Source: an optimization exercise on an open RTL-to-GDS flow (aim: small area, a short achievable clock period and few clock cycles). Production flows keep margins and buffers that such runs may drop. In this exercise RTL edits were held to simulation tests only and were not proved equivalent to the original. Power is estimated from default activity; no workload was simulated.

==> module align, before the edit <==
module align (
    input        div_signed,
    input [31:0] x,
    input [31:0] y,
    output       qzero,
    output [4:0] sh,
    output       short,
    output [2:0] pow
);
    wire sx = div_signed & x[31];
    wire sy = div_signed & y[31];
    wire [5:0] lzxp = lzc(x);
    wire [5:0] lzxn = lzc({~x[30:0], 1'b1});
    wire [5:0] lzyp = lzc(y);
    wire [5:0] lzyn = lzc({~y[31:1], 1'b1});
    wire [5:0] lzx = sx ? lzxn : lzxp;
    wire [5:0] lzy = sy ? lzyn : lzyp;
    assign qzero = lzx > lzy;
    assign sh    = lzy[4:0] - lzx[4:0];
    assign short = (lzy == lzx) | (lzy == lzx + 6'd1);
    wire hz = ~(|y[31:3]);
    wire ho = div_signed & (&y[31:3]);
    assign pow[0] = (hz & (y[2:0] == 3'd1)) | (ho & (y[2:0] == 3'd7));
    assign pow[1] = (hz & (y[2:0] == 3'd2)) | (ho & (y[2:0] == 3'd6));
    assign pow[2] = (hz & (y[2:0] == 3'd4)) | (ho & (y[2:0] == 3'd4));
    function [5:0] lzc;
        input [31:0] v;
        reg [7:0] z;           
        reg [15:0] n;          
        reg [3:0] zh;          
        reg [1:0] c16 [0:1];
        reg [3:0] o16 [0:1];
        reg [1:0] z16;
        integer k, h;
        reg [3:0] nb;
        begin
            for (k = 0; k < 8; k = k + 1) begin
                nb = v[31 - 4*k -: 4];
                z[k] = ~(|nb);
                n[2*k]   = (nb[2] | ~nb[1]) & ~nb[3];
                n[2*k+1] = ~(nb[3] | nb[2]);
            end
            for (h = 0; h < 2; h = h + 1) begin
                o16[h][2] = z[4*h] & (~z[4*h+1] | z[4*h+2] & ~z[4*h+3]);
                o16[h][3] = z[4*h] & z[4*h+1] & (~z[4*h+2] | ~z[4*h+3]);
                o16[h][1:0] = {2{~o16[h][3] & ~o16[h][2]}} & n[8*h+1 -: 2]
                            | {2{~o16[h][3] &  o16[h][2]}} & n[8*h+3 -: 2]
                            | {2{ o16[h][3] & ~o16[h][2]}} & n[8*h+5 -: 2]
                            | {2{ o16[h][3] &  o16[h][2]}} & n[8*h+7 -: 2];
                z16[h] = &z[4*h+3 -: 4];
            end
            lzc[5] = z16[0] & z16[1];
            lzc[4] = z16[0] & ~z16[1];
            lzc[3:0] = z16[0] ? o16[1] : o16[0];
        end
    endfunction
endmodule
==> module divider, before the edit <==
module divider (
    input div_clk,
    input resetn,
    input div,
    input div_signed,
    input [31:0] x,
    input [31:0] y,
    output [31:0] s,
    output [31:0] r,
    output complete
);
    wire sx = div_signed & x[31];
    wire sy = div_signed & y[31];
    wire [31:0] xa;
    oppo oppo_x(x, sx, xa);
    wire        qzero;
    wire [4:0]  sh;
    wire        short;
    wire [2:0]  pow;
    align al(div_signed, x, y, qzero, sh, short, pow);
    wire        fast = qzero | (|pow);
    reg [31:0] R;
    reg [33:0] D;
    reg [31:0] Q;
    reg [3:0]  cnt;
    reg        ld, busy, fin;
    reg        rc, rq, rr;
    wire [4:0]  she   = {cnt & {4{ld}}, 1'b0};
    wire [33:0] ysrc  = {2'b11, y ^ {32{~sy}}};
    wire [33:0] fill  = {34{~sy}} & ~({34{1'b1}} << she);
    wire [33:0] dinit = (ysrc << she) | fill;
    wire [35:0] a  = {4'b0, R};
    wire [35:0] b1 = {2'b11, D};
    wire [35:0] b2 = {1'b1, D, rc};
    wire [35:0] cs = a ^ b1 ^ b2;
    wire [35:0] cc = {(a[34:0] & b1[34:0]) | (a[34:0] & b2[34:0]) | (b1[34:0] & b2[34:0]), rc};
    wire [35:0] t1 = padd(a,  b1, rc);
    wire [35:0] t2 = padd(a,  b2, rc);
    wire [35:0] t3 = padd(cs, cc, rc);
    wire ok1 = ~t1[35];
    wire ok2 = ~t2[35];
    wire ok3 = ~t3[35];
    wire [31:0] rn = ok3 ? t3[31:0] : ok2 ? t2[31:0] : ok1 ? t1[31:0] : R;
    always @(posedge div_clk) begin
        if (div) begin
            cnt <= sh[4:1];
            rc  <= ~sy;
            rq  <= sx ^ sy;
            rr  <= sx;
        end
        if (div | ld) begin
            R   <= xa & {{30{~(|pow)}}, ~(pow[0] | pow[1]), ~pow[0]};
            D   <= dinit;
            Q   <= ({32{pow[0]}} & xa) | ({32{pow[1]}} & {1'b0, xa[31:1]})
                 | ({32{pow[2]}} & {2'b0, xa[31:2]});
        end else begin
            R   <= rn;
            D   <= {2'b11, D[33:2]};
            Q   <= {Q[29:0], ok2, ok3 | (ok1 & ~ok2)};
            cnt <= cnt - 1'b1;
        end
    end
    always @(posedge div_clk) begin
        if (~resetn) begin
            ld   <= 1'b0;
            busy <= 1'b0;
            fin  <= 1'b0;
        end else begin
            ld   <= div & ~fast & ~short;
            busy <= (div & ~(|pow) & short) | ld | (busy & (|cnt));
            fin  <= (div & fast) | (busy & ~(|cnt));
        end
    end
    oppo oppo_s(Q, rq, s);
    oppo oppo_r(R, rr, r);
    assign complete = fin;
    function [35:0] padd;
        input [35:0] a;
        input [35:0] b;
        input        ci;
        reg   [35:0] hp;
        reg   [36:0] g, p;
        integer l, i;
        begin
            hp = a ^ b;
            g = {a & b, ci};
            p = {hp, 1'b0};
            for (l = 0; l < 6; l = l + 1)
                for (i = 36; i >= 0; i = i - 1)
                    if ((i >> l) & 1) begin
                        g[i] = g[i] | (p[i] & g[((i >> l) << l) - 1]);
                        p[i] = p[i] & p[((i >> l) << l) - 1];
                    end
            padd = hp ^ g[35:0];
        end
    endfunction
endmodule
==> flow/config.mk <==
export PLATFORM = sky130hd
export DESIGN_NAME = divider
export DESIGN_NICKNAME = divider
export VERILOG_FILES = /design/flow/design.v
export SDC_FILE = /design/flow/constraint.sdc
export NUM_CORES = 4
export LEC_CHECK = 0
export CAP_MARGIN = 20
export CORE_MARGIN = 2
export CORE_UTILIZATION = 55
export SLEW_MARGIN = 20
export SYNTH_HIERARCHICAL = 1
export SYNTH_MINIMUM_KEEP_SIZE = 0
==> flow/constraint.sdc <==
create_clock -name core_clock -period 10.0 [get_ports {div_clk}]
set_input_delay 2.0000 -clock core_clock [delete_from_list [all_inputs] [get_ports {div_clk}]]
set_output_delay 2.0000 -clock core_clock [all_outputs]
set_load 0.01 [all_outputs]
standard.sh (not shown) runs the stock make flow with config.mk's settings and CLKGATE_MAP_FILE= SYNTH_SCRIPT=/design/flow/synth_recipe.tcl, a recipe that flattens the netlist after the stock synthesis.
==> flow/flow/run.sh <==
#!/bin/bash
# The standard layout (standard.sh, so the standard synthesis, floorplan,
# power grid, placement, clock tree and routing), with two changes:
# - the ports are buffered with sky130_fd_sc_hd__buf_1 rather than the delay
#   cell the standard buffer_ports picks on its own;
# - timing repair aims at a 4.5 ns period (setup margin 5.5 ns).
# make's full output goes to flow_make.log here; each ORFS step also writes
# its own log under orfs/logs/.
set -euo pipefail
bash standard.sh "BUFFER_PORTS_ARGS=-buffer_cell sky130_fd_sc_hd__buf_1" \
    SETUP_SLACK_MARGIN=5.5 finish > flow_make.log 2>&1
Testbench counts at the start, summed over its fixed seeds: cycles 152,949.
Then changed:
--- a/flow/design.v
+++ b/flow/design.v
@@ -64,5 +64,5 @@
     output [4:0] sh,
     output       short,
-    output [2:0] pow
+    output       one
 );
     wire sx = div_signed & x[31];
@@ -77,9 +77,5 @@
     assign sh    = lzy[4:0] - lzx[4:0];
     assign short = (lzy == lzx) | (lzy == lzx + 6'd1);
-    wire hz = ~(|y[31:3]);
-    wire ho = div_signed & (&y[31:3]);
-    assign pow[0] = (hz & (y[2:0] == 3'd1)) | (ho & (y[2:0] == 3'd7));
-    assign pow[1] = (hz & (y[2:0] == 3'd2)) | (ho & (y[2:0] == 3'd6));
-    assign pow[2] = (hz & (y[2:0] == 3'd4)) | (ho & (y[2:0] == 3'd4));
+    assign one   = (y == 32'd1) | (div_signed & (&y));
     function [5:0] lzc;
         input [31:0] v;
@@ -131,18 +127,17 @@
     wire        qzero;
     wire [4:0]  sh;
-    wire        short;
-    wire [2:0]  pow;
-    align al(div_signed, x, y, qzero, sh, short, pow);
-    wire        fast = qzero | (|pow);
-    reg [31:0] R;
-    reg [33:0] D;
-    reg [31:0] Q;
+    wire        short, one;
+    align al(div_signed, x, y, qzero, sh, short, one);
+    wire        fast = qzero | one;
     reg [3:0]  cnt;
-    reg        ld, busy, fin;
-    reg        rc, rq, rr;
     wire [4:0]  she   = {cnt & {4{ld}}, 1'b0};
     wire [33:0] ysrc  = {2'b11, y ^ {32{~sy}}};
     wire [33:0] fill  = {34{~sy}} & ~({34{1'b1}} << she);
     wire [33:0] dinit = (ysrc << she) | fill;
+    reg [31:0] R;
+    reg [33:0] D;
+    reg [31:0] Q;
+    reg        ld, busy, fin;
+    reg        rc, rq, rr;
     wire [35:0] a  = {4'b0, R};
     wire [35:0] b1 = {2'b11, D};
@@ -165,8 +160,7 @@
         end
         if (div | ld) begin
-            R   <= xa & {{30{~(|pow)}}, ~(pow[0] | pow[1]), ~pow[0]};
+            R   <= xa & {32{~one}};
             D   <= dinit;
-            Q   <= ({32{pow[0]}} & xa) | ({32{pow[1]}} & {1'b0, xa[31:1]})
-                 | ({32{pow[2]}} & {2'b0, xa[31:2]});
+            Q   <= xa & {32{one}};
         end else begin
             R   <= rn;
@@ -183,5 +177,5 @@
         end else begin
             ld   <= div & ~fast & ~short;
-            busy <= (div & ~(|pow) & short) | ld | (busy & (|cnt));
+            busy <= (div & ~one & short) | ld | (busy & (|cnt));
             fin  <= (div & fast) | (busy & ~(|cnt));
         end
Outcome:
- wire length climbs slightly
- setup slack improved by 0.16 ns
- final area drops slightly
- synthesized cell count climbs by a few percent
- via count climbs slightly
- area after synthesis climbs slightly
- clock skew climbs by 0.0052 ns
- maximum frequency climbs by a few percent
- die area climbs slightly
- sequential share of layout area climbs by 0.17 points
Testbench counts after the change, summed over its fixed seeds: cycles 159,385.

* * *

## the previous run
The RTL this note starts from:
==> flow/design.v <==
module oppo (
    input [31:0] in,
    input        cin,
    output [31:0] in_abs
);
    reg [31:0] lo;
    integer l, k;
    always @(*) begin
        lo = {in[30:0], 1'b0};
        for (l = 0; l < 5; l = l + 1)
            for (k = 31; k >= 0; k = k - 1)
                if ((k >> l) & 1)
                    lo[k] = lo[k] | lo[((k >> l) << l) - 1];
    end
    assign in_abs = in ^ ({32{cin}} & lo);
endmodule
module lzd_4 (
    input [3:0] in,
    output [1:0] out,
    output       zero
);
    assign zero = ~(|in); 
    assign out[0] = (in[2] | ~in[1]) & ~in[3];
    assign out[1] = ~(in[3] | in[2]);
endmodule
module lzd_16 (
    input [15:0] in,
    output [3:0] out,
    output       zero
);
    wire [3:0] z;
    wire [1:0] out_2 [3:0];
    lzd_4 lzd_4_0(in[15:12], out_2[0], z[0]);
    lzd_4 lzd_4_1(in[11: 8], out_2[1], z[1]);
    lzd_4 lzd_4_2(in[ 7: 4], out_2[2], z[2]);
    lzd_4 lzd_4_3(in[ 3: 0], out_2[3], z[3]);
    assign out[2] = z[0] & (~z[1] | z[2] & ~z[3]);
    assign out[3] = z[0] & z[1] & (~z[2] | ~z[3]);
    assign out[1:0] = {2{~out[3] & ~out[2]}} & out_2[0]
                    | {2{~out[3] &  out[2]}} & out_2[1]
                    | {2{ out[3] & ~out[2]}} & out_2[2]
                    | {2{ out[3] &  out[2]}} & out_2[3];
    assign zero = &z;
endmodule
module lzd_32 (
    input [31:0] in,
    output [4:0] out,
    output       zero
);
    wire [1:0] z;
    wire [3:0] out_3_0 [1:0];
    lzd_16 lzd_16_0(in[31:16], out_3_0[0], z[0]);
    lzd_16 lzd_16_1(in[15: 0], out_3_0[1], z[1]);
    assign out[4] = z[0];
    assign out[3:0] = {4{~z[0]}} & out_3_0[0] |
                      {4{ z[0]}} & out_3_0[1];
    assign zero = z[0] & z[1];
endmodule
module align (
    input        div_signed,
    input [31:0] x,
    input [31:0] y,
    output       qzero,
    output [4:0] sh,
    output       short,
    output       one
);
    wire sx = div_signed & x[31];
    wire sy = div_signed & y[31];
    wire [31:0] lx_in = sx ? {~x[30:0], 1'b1} : x;
    wire [31:0] ly_in = sy ? {~y[31:1], 1'b1} : y;
    wire [5:0] lzx = lzc(lx_in);
    wire [5:0] lzy = lzc(ly_in);
    assign qzero = lzx > lzy;
    assign sh    = lzy[4:0] - lzx[4:0];
    assign short = (lzy == lzx) | (lzy == lzx + 6'd1);
    assign one   = (y == 32'd1) | (div_signed & (&y));
    function [5:0] lzc;
        input [31:0] v;
        reg [7:0] z;           
        reg [15:0] n;          
        reg [3:0] zh;          
        reg [1:0] c16 [0:1];
        reg [3:0] o16 [0:1];
        reg [1:0] z16;
        integer k, h;
        reg [3:0] nb;
        begin
            for (k = 0; k < 8; k = k + 1) begin
                nb = v[31 - 4*k -: 4];
                z[k] = ~(|nb);
                n[2*k]   = (nb[2] | ~nb[1]) & ~nb[3];
                n[2*k+1] = ~(nb[3] | nb[2]);
            end
            for (h = 0; h < 2; h = h + 1) begin
                o16[h][2] = z[4*h] & (~z[4*h+1] | z[4*h+2] & ~z[4*h+3]);
                o16[h][3] = z[4*h] & z[4*h+1] & (~z[4*h+2] | ~z[4*h+3]);
                o16[h][1:0] = {2{~o16[h][3] & ~o16[h][2]}} & n[8*h+1 -: 2]
                            | {2{~o16[h][3] &  o16[h][2]}} & n[8*h+3 -: 2]
                            | {2{ o16[h][3] & ~o16[h][2]}} & n[8*h+5 -: 2]
                            | {2{ o16[h][3] &  o16[h][2]}} & n[8*h+7 -: 2];
                z16[h] = &z[4*h+3 -: 4];
            end
            lzc[5] = z16[0] & z16[1];
            lzc[4] = z16[0] & ~z16[1];
            lzc[3:0] = z16[0] ? o16[1] : o16[0];
        end
    endfunction
endmodule
module divider (
    input div_clk,
    input resetn,
    input div,
    input div_signed,
    input [31:0] x,
    input [31:0] y,
    output [31:0] s,
    output [31:0] r,
    output complete
);
    wire sx = div_signed & x[31];
    wire sy = div_signed & y[31];
    wire [31:0] xa;
    oppo oppo_x(x, sx, xa);
    wire        qzero;
    wire [4:0]  sh;
    wire        short, one;
    align al(div_signed, x, y, qzero, sh, short, one);
    wire        fast = qzero | one;
    reg [3:0]  cnt;
    wire [4:0]  she   = {cnt & {4{ld}}, 1'b0};
    wire [33:0] ysrc  = {2'b11, y ^ {32{~sy}}};
    wire [33:0] fill  = {34{~sy}} & ~({34{1'b1}} << she);
    wire [33:0] dinit = (ysrc << she) | fill;
    reg [31:0] R;
    reg [33:0] D;
    reg [31:0] Q;
    reg        ld, busy, fin;
    reg        rc, rq, rr;
    wire [35:0] a  = {4'b0, R};
    wire [35:0] b1 = {2'b11, D};
    wire [35:0] b2 = {1'b1, D, rc};
    wire [35:0] cs = a ^ b1 ^ b2;
    wire [35:0] cc = {(a[34:0] & b1[34:0]) | (a[34:0] & b2[34:0]) | (b1[34:0] & b2[34:0]), rc};
    wire [35:0] t1 = padd(a,  b1, rc);
    wire [35:0] t2 = padd(a,  b2, rc);
    wire [35:0] t3 = padd(cs, cc, rc);
    wire ok1 = ~t1[35];
    wire ok2 = ~t2[35];
    wire ok3 = ~t3[35];
    wire [31:0] rn = ok3 ? t3[31:0] : ok2 ? t2[31:0] : ok1 ? t1[31:0] : R;
    always @(posedge div_clk) begin
        if (div) begin
            cnt <= sh[4:1];
            rc  <= ~sy;
            rq  <= sx ^ sy;
            rr  <= sx;
        end
        if (div | ld) begin
            R   <= xa & {32{~one}};
            D   <= dinit;
            Q   <= xa & {32{one}};
        end else begin
            R   <= rn;
            D   <= {2'b11, D[33:2]};
            Q   <= {Q[29:0], ok2, ok3 | (ok1 & ~ok2)};
            cnt <= cnt - 1'b1;
        end
    end
    always @(posedge div_clk) begin
        if (~resetn) begin
            ld   <= 1'b0;
            busy <= 1'b0;
            fin  <= 1'b0;
        end else begin
            ld   <= div & ~fast & ~short;
            busy <= (div & ~one & short) | ld | (busy & (|cnt));
            fin  <= (div & fast) | (busy & ~(|cnt));
        end
    end
    oppo oppo_s(Q, rq, s);
    oppo oppo_r(R, rr, r);
    assign complete = fin;
    function [35:0] padd;
        input [35:0] a;
        input [35:0] b;
        input        ci;
        reg   [35:0] hp;
        reg   [36:0] g, p;
        integer l, i;
        begin
            hp = a ^ b;
            g = {a & b, ci};
            p = {hp, 1'b0};
            for (l = 0; l < 6; l = l + 1)
                for (i = 36; i >= 0; i = i - 1)
                    if ((i >> l) & 1) begin
                        g[i] = g[i] | (p[i] & g[((i >> l) << l) - 1]);
                        p[i] = p[i] & p[((i >> l) << l) - 1];
                    end
            padd = hp ^ g[35:0];
        end
    endfunction
endmodule
export LEC_CHECK = 0
export CAP_MARGIN = 20
export CORE_MARGIN = 2
export CORE_UTILIZATION = 40
export SLEW_MARGIN = 20
export SYNTH_HIERARCHICAL = 1
export SYNTH_MINIMUM_KEEP_SIZE = 0
create_clock -name core_clock -period 10.0 [get_ports {div_clk}]
==> flow/flow/run.sh <==
#!/bin/bash
# The standard layout (standard.sh, so the standard synthesis, floorplan,
# power grid, placement, clock tree and routing), with two changes:
# - the ports are buffered with sky130_fd_sc_hd__buf_1 rather than the delay
#   cell the standard buffer_ports picks on its own;
# - timing repair aims at a 5 ns period (setup margin 5 ns).
# make's full output goes to flow_make.log here; each ORFS step also writes
# its own log under orfs/logs/.
set -euo pipefail
bash standard.sh "BUFFER_PORTS_ARGS=-buffer_cell sky130_fd_sc_hd__buf_1" \
    SETUP_SLACK_MARGIN=5 finish > flow_make.log 2>&1
Testbench counts of the previous run, summed over its fixed seeds: cycles 159,385.
Relative to the previous run, the following input files were edited for the current run:
==> flow/design.v, changed modules only <==
module align (
    input        div_signed,
    input [31:0] x,
    input [31:0] y,
    output       qzero,
    output [4:0] sh
);
    wire sx = div_signed & x[31];
    wire sy = div_signed & y[31];
    wire [31:0] lx_in = sx ? {~x[30:0], 1'b1} : x;
    wire [31:0] ly_in = sy ? {~y[31:1], 1'b1} : y;
    wire [5:0] lzx = lzc(lx_in);
    wire [5:0] lzy = lzc(ly_in);
    assign qzero = lzx > lzy;
    assign sh    = lzy[4:0] - lzx[4:0];
    function [5:0] lzc;
        input [31:0] v;
        reg [7:0] z;           
        reg [15:0] n;          
        reg [3:0] zh;          
        reg [1:0] c16 [0:1];
        reg [3:0] o16 [0:1];
        reg [1:0] z16;
        integer k, h;
        reg [3:0] nb;
        begin
            for (k = 0; k < 8; k = k + 1) begin
                nb = v[31 - 4*k -: 4];
                z[k] = ~(|nb);
                n[2*k]   = (nb[2] | ~nb[1]) & ~nb[3];
                n[2*k+1] = ~(nb[3] | nb[2]);
            end
            for (h = 0; h < 2; h = h + 1) begin
                o16[h][2] = z[4*h] & (~z[4*h+1] | z[4*h+2] & ~z[4*h+3]);
                o16[h][3] = z[4*h] & z[4*h+1] & (~z[4*h+2] | ~z[4*h+3]);
                o16[h][1:0] = {2{~o16[h][3] & ~o16[h][2]}} & n[8*h+1 -: 2]
                            | {2{~o16[h][3] &  o16[h][2]}} & n[8*h+3 -: 2]
                            | {2{ o16[h][3] & ~o16[h][2]}} & n[8*h+5 -: 2]
                            | {2{ o16[h][3] &  o16[h][2]}} & n[8*h+7 -: 2];
                z16[h] = &z[4*h+3 -: 4];
            end
            lzc[5] = z16[0] & z16[1];
            lzc[4] = z16[0] & ~z16[1];
            lzc[3:0] = z16[0] ? o16[1] : o16[0];
        end
    endfunction
endmodule
module divider (
    input div_clk,
    input resetn,
    input div,
    input div_signed,
    input [31:0] x,
    input [31:0] y,
    output [31:0] s,
    output [31:0] r,
    output complete
);
    wire sx = div_signed & x[31];
    wire sy = div_signed & y[31];
    wire [31:0] xa;
    oppo oppo_x(x, sx, xa);
    wire        qzero;
    wire [4:0]  sh;
    align al(div_signed, x, y, qzero, sh);
    reg [3:0]  shr;
    wire [4:0]  she   = {shr, 1'b0};
    wire [33:0] ysrc  = {2'b11, y ^ {32{~sy}}};
    wire [33:0] fill  = {34{~sy}} & ~({34{1'b1}} << she);
    wire [33:0] dinit = (ysrc << she) | fill;
    reg [31:0] R;
    reg [33:0] D;
    reg [31:0] Q;
    reg [3:0]  cnt;
    reg        ld, busy, fin;
    reg        rc, rq, rr;
    wire [35:0] a  = {4'b0, R};
    wire [35:0] b1 = {2'b11, D};
    wire [35:0] b2 = {1'b1, D, rc};
    wire [35:0] cs = a ^ b1 ^ b2;
    wire [35:0] cc = {(a[34:0] & b1[34:0]) | (a[34:0] & b2[34:0]) | (b1[34:0] & b2[34:0]), rc};
    wire [35:0] t1 = padd(a,  b1, rc);
    wire [35:0] t2 = padd(a,  b2, rc);
    wire [35:0] t3 = padd(cs, cc, rc);
    wire ok1 = ~t1[35];
    wire ok2 = ~t2[35];
    wire ok3 = ~t3[35];
    wire [31:0] rn = ok3 ? t3[31:0] : ok2 ? t2[31:0] : ok1 ? t1[31:0] : R;
    always @(posedge div_clk) begin
        if (div) begin
            shr <= sh[4:1];
            rc  <= ~sy;
            rq  <= sx ^ sy;
            rr  <= sx;
        end
        if (div | ld) begin
            R   <= xa;
            D   <= dinit;
            Q   <= 32'b0;
            cnt <= shr;
        end else begin
            R   <= rn;
            D   <= {2'b11, D[33:2]};
            Q   <= {Q[29:0], ok2, ok3 | (ok1 & ~ok2)};
            cnt <= cnt - 1'b1;
        end
    end
    always @(posedge div_clk) begin
        if (~resetn) begin
            ld   <= 1'b0;
            busy <= 1'b0;
            fin  <= 1'b0;
        end else begin
            ld   <= div & ~qzero;
            busy <= ld | (busy & (|cnt));
            fin  <= (div & qzero) | (busy & ~(|cnt));
        end
    end
    oppo oppo_s(Q, rq, s);
    oppo oppo_r(R, rr, r);
    assign complete = fin;
    function [35:0] padd;
        input [35:0] a;
        input [35:0] b;
        input        ci;
        reg   [35:0] hp;
        reg   [36:0] g, p;
        integer l, i;
        begin
            hp = a ^ b;
            g = {a & b, ci};
            p = {hp, 1'b0};
            for (l = 0; l < 6; l = l + 1)
                for (i = 36; i >= 0; i = i - 1)
                    if ((i >> l) & 1) begin
                        g[i] = g[i] | (p[i] & g[((i >> l) << l) - 1]);
                        p[i] = p[i] & p[((i >> l) << l) - 1];
                    end
            padd = hp ^ g[35:0];
        end
    endfunction
endmodule
Results
The current run vs the previous run — via density per instance dropped slightly
Final cell count without fillers of the current run falls short of that of the previous run by a few percent.
Between the current run and the previous run, the fraction of power consumed by sequential logic figures differ only marginally.
NOTE: final worst slack in the current run exceeds that of the previous run
The current run ends up with a final wirelength that is 8.5% lower than in the previous run.
| routing usage on met1 | lower: the current run |
Core utilization for the current run: 0.93 points down relative to the previous run
The previous run ended up with nand2_1 as its most common cell after layout, fill and taps aside; the current run ended up with xnor2_1.
The current run completed every stage of the flow, and the final layout passed the timing, design-rule and antenna checks.
Comparing count of inserted antenna diode cells for the current run and the previous run, the smaller number came from the previous run.
Testbench counts of the current run, summed over its fixed seeds: cycles 179,558.

[afterwards: timing with drivers on the ports]
How much do the figures lean on ideal ports? The routed layouts below were timed once more, with nothing changed but the port constraints. Step 1 (the two cells are an assumption about what drives the block):
set clk [get_ports {div_clk}]
set_driving_cell -lib_cell sky130_fd_sc_hd__clkbuf_16 $clk
set_driving_cell -lib_cell sky130_fd_sc_hd__buf_2 [delete_from_list [all_inputs] $clk]
Step 2, shift: input delay + t, output delay - t, t = (earliest + latest rising clock arrival at the registers) / 2. This alone moves slack from input paths to output paths. Slacks: no drivers / after step 1 / after step 2; pairs: no drivers / after step 1.
run	t, ns	setup slack, ns	worst data-port slew with drivers (ns)
the first run of note 1	0.406	5.356 / 5.355 / 4.949	0.06
the second run of note 1	0.417	5.521 / 5.471 / 5.164	0.07
the previous run	0.409	5.013 / 4.936 / 4.526	0.15
the current run	0.410	5.084 / 5.112 / 4.701	0.04
After both steps every run listed still meets setup and hold. For the previous run, which loses most, drivers alone change the setup slack by -0.077 ns; drivers and shift together by -0.487 ns.
